What follows belongs to an exercise in optimizing a design on an open flow for small area, a short achievable clock period and few clock cycles; a production flow would make more cautious choices.
The RTL was checked by simulation tests, not by an equivalence proof against the original design.
Power figures rest on the tool's default switching activity, not on a simulated workload.

==> module sap1, before the edit <==
module sap1(
    input        clk,
    input        clr,
    input        prog_we,
    input  [3:0] prog_addr,
    input  [7:0] prog_data,
    output [7:0] OUT,
    output       out_valid,
    output       halted,
    output [7:0] ACC
    );
    reg  [7:0] f_ir;      
    reg        e_valid;   
    reg        e_lda, e_add, e_sub, e_out, e_hlt;
    reg  [7:0] opnd;      
    reg  [7:0] a_reg;
    reg        hlt_r;
    reg        ov_r;
    wire [3:0] pc;
    wire [7:0] inst_data;
    wire [7:0] opnd_data;
    wire [7:0] mem0;
    wire       lda, add, sub, out, hlt;
    ram ram (
        .clk(clk),
        .we(prog_we),
        .wa(prog_addr),
        .wd(prog_data),
        .ia(pc),
        .id(inst_data),
        .oa(f_ir[3:0]),
        .od(opnd_data),
        .d0(mem0)
    );
    controller controller (
        .op(f_ir[7:4]),
        .lda(lda),
        .add(add),
        .sub(sub),
        .out(out),
        .hlt(hlt)
    );
    wire run = !hlt_r;
    pcounter program_counter (
        .clk(clk),
        .clr(load0),
        .cp(run),
        .pc(pc)
    );
    reg stale0;
    always @(posedge clk)
        stale0 <= clr && prog_we && (prog_addr == 4'd0);
    wire load0 = clr || stale0;
    always @(posedge clk)
        if (load0)
            f_ir <= mem0;
        else
            f_ir <= inst_data;
    always @(posedge clk)
        e_valid <= !load0;
    always @(posedge clk)
        begin
            e_lda <= lda;
            e_add <= add;
            e_sub <= sub;
            e_out <= out;
            e_hlt <= hlt;
            opnd  <= sub ? ~opnd_data : opnd_data;
        end
    wire [7:0] a_sum = e_lda ? opnd : a_reg + opnd + {7'd0, e_sub};
    always @(posedge clk)
        if (clr)
            a_reg <= 8'd0;
        else if (run && e_valid && (e_lda || e_add || e_sub))
            a_reg <= a_sum;
    wire e_outv = e_valid && e_out;
    wire hlt_next = (e_valid && e_hlt) || (hlt && !e_outv && !stale0);
    always @(posedge clk)
        if (clr)
            hlt_r <= 1'b0;
        else if (run && hlt_next)
            hlt_r <= 1'b1;
    always @(posedge clk)
        if (clr)
            ov_r <= 1'b0;
        else
            ov_r <= run && e_outv;
    assign OUT = a_reg;
    assign ACC = a_reg;
    assign out_valid = ov_r;
    assign halted = hlt_r;
endmodule
clock: 4.0 ns
lec_check: 0
cap_margin: 20
core_margin: 2
core_utilization: 60
cts_buf_list: sky130_fd_sc_hd__clkbuf_8
cts_cluster_size: 40
setup_slack_margin: 2.1
slew_margin: 20
standard.sh (not shown) runs the stock make flow with config.mk's settings and CLKGATE_MAP_FILE= SYNTH_SCRIPT=/design/flow/synth_recipe.tcl, a recipe that flattens the netlist after the stock synthesis.
==> flow/flow/run.sh <==
#!/bin/bash
# Standard layout, with the port buffers made of plain buffers and cell
# sizing free to change a cell's footprint.
set -euo pipefail
bash standard.sh MATCH_CELL_FOOTPRINT=0 \
    "BUFFER_PORTS_ARGS=-buffer_cell sky130_fd_sc_hd__buf_2" \
    finish > standard.log 2>&1
Testbench counts at the start, summed over its fixed seeds: cycles 7,923.
Next try:
--- a/flow/design.v
+++ b/flow/design.v
@@ -52,14 +52,13 @@
     output [7:0] OUT,
     output       out_valid,
     output       halted,
     output [7:0] ACC
     );
     reg  [7:0] f_ir;      
-    reg        e_valid;   
-    reg        e_lda, e_add, e_sub, e_out, e_hlt;
+    reg        e_alu, e_lda, e_sub, e_out, e_hlt;   
     reg  [7:0] opnd;      
     reg  [7:0] a_reg;
     reg        hlt_r;
     reg        ov_r;
     wire [3:0] pc;
     wire [7:0] inst_data;
@@ -99,39 +98,36 @@
     always @(posedge clk)
         if (load0)
             f_ir <= mem0;
         else
             f_ir <= inst_data;
     always @(posedge clk)
-        e_valid <= !load0;
-    always @(posedge clk)
         begin
+            e_alu <= !load0 && (lda || add || sub);
             e_lda <= lda;
-            e_add <= add;
             e_sub <= sub;
-            e_out <= out;
-            e_hlt <= hlt;
+            e_out <= !load0 && out;
+            e_hlt <= !load0 && hlt;
             opnd  <= sub ? ~opnd_data : opnd_data;
         end
     wire [7:0] a_sum = e_lda ? opnd : a_reg + opnd + {7'd0, e_sub};
     always @(posedge clk)
         if (clr)
             a_reg <= 8'd0;
-        else if (run && e_valid && (e_lda || e_add || e_sub))
+        else if (run && e_alu)
             a_reg <= a_sum;
-    wire e_outv = e_valid && e_out;
-    wire hlt_next = (e_valid && e_hlt) || (hlt && !e_outv && !stale0);
+    wire hlt_next = e_hlt || (hlt && !e_out && !stale0);
     always @(posedge clk)
         if (clr)
             hlt_r <= 1'b0;
         else if (run && hlt_next)
             hlt_r <= 1'b1;
     always @(posedge clk)
         if (clr)
             ov_r <= 1'b0;
         else
-            ov_r <= run && e_outv;
+            ov_r <= run && e_out;
     assign OUT = a_reg;
     assign ACC = a_reg;
     assign out_valid = ov_r;
     assign halted = hlt_r;
 endmodule
Critical path depth stays the same.
Global-route usage went up by 1.3 points.
Cell count stays flat.
Count of clock-buffer cells in the layout shrinks by 3.
Routed wire length rose by a few percent.
Cell area came out higher slightly.
Total power increases slightly.
Clock skew is lower by 3.3 ps.
Combinational power came out lower by a few percent.
First-iteration DRC count shrinks by roughly a tenth.
Testbench counts after the change, summed over its fixed seeds: cycles 7,923.

re-timing with driven ports:
Ports are ideal in the flow. The routed layouts listed here were re-timed in OpenROAD.
Step 1 (the two cells are an assumption about what drives the block):
set clk [get_ports {clk}]
set_driving_cell -lib_cell sky130_fd_sc_hd__clkbuf_16 $clk
set_driving_cell -lib_cell sky130_fd_sc_hd__buf_2 [delete_from_list [all_inputs] $clk]
Step 2 times the ports against the registers' clock, not the clock port: input delays grow and output delays shrink by t, the midpoint of the rising clock arrivals with the driver on.
a / b / c = no drivers / after step 1 / after step 2; a / b = the first two.
run | shift t [ns] | setup WS [ns] | clock arrival spread, ns | worst register clock-pin slew, ns | worst data-port slew with drivers (ns)
the first run | 0.489 | 2.047 / 2.047 / 1.646 | 0.012 / 0.012 | 0.09 / 0.09 | 0.04
the second run | 0.485 | 1.995 / 1.995 / 1.707 | 0.009 / 0.009 | 0.09 / 0.09 | 0.03
After both steps every run listed still meets setup and hold. For the first run, which loses most, drivers alone change the setup slack by 0.000 ns; drivers and shift together by -0.401 ns.
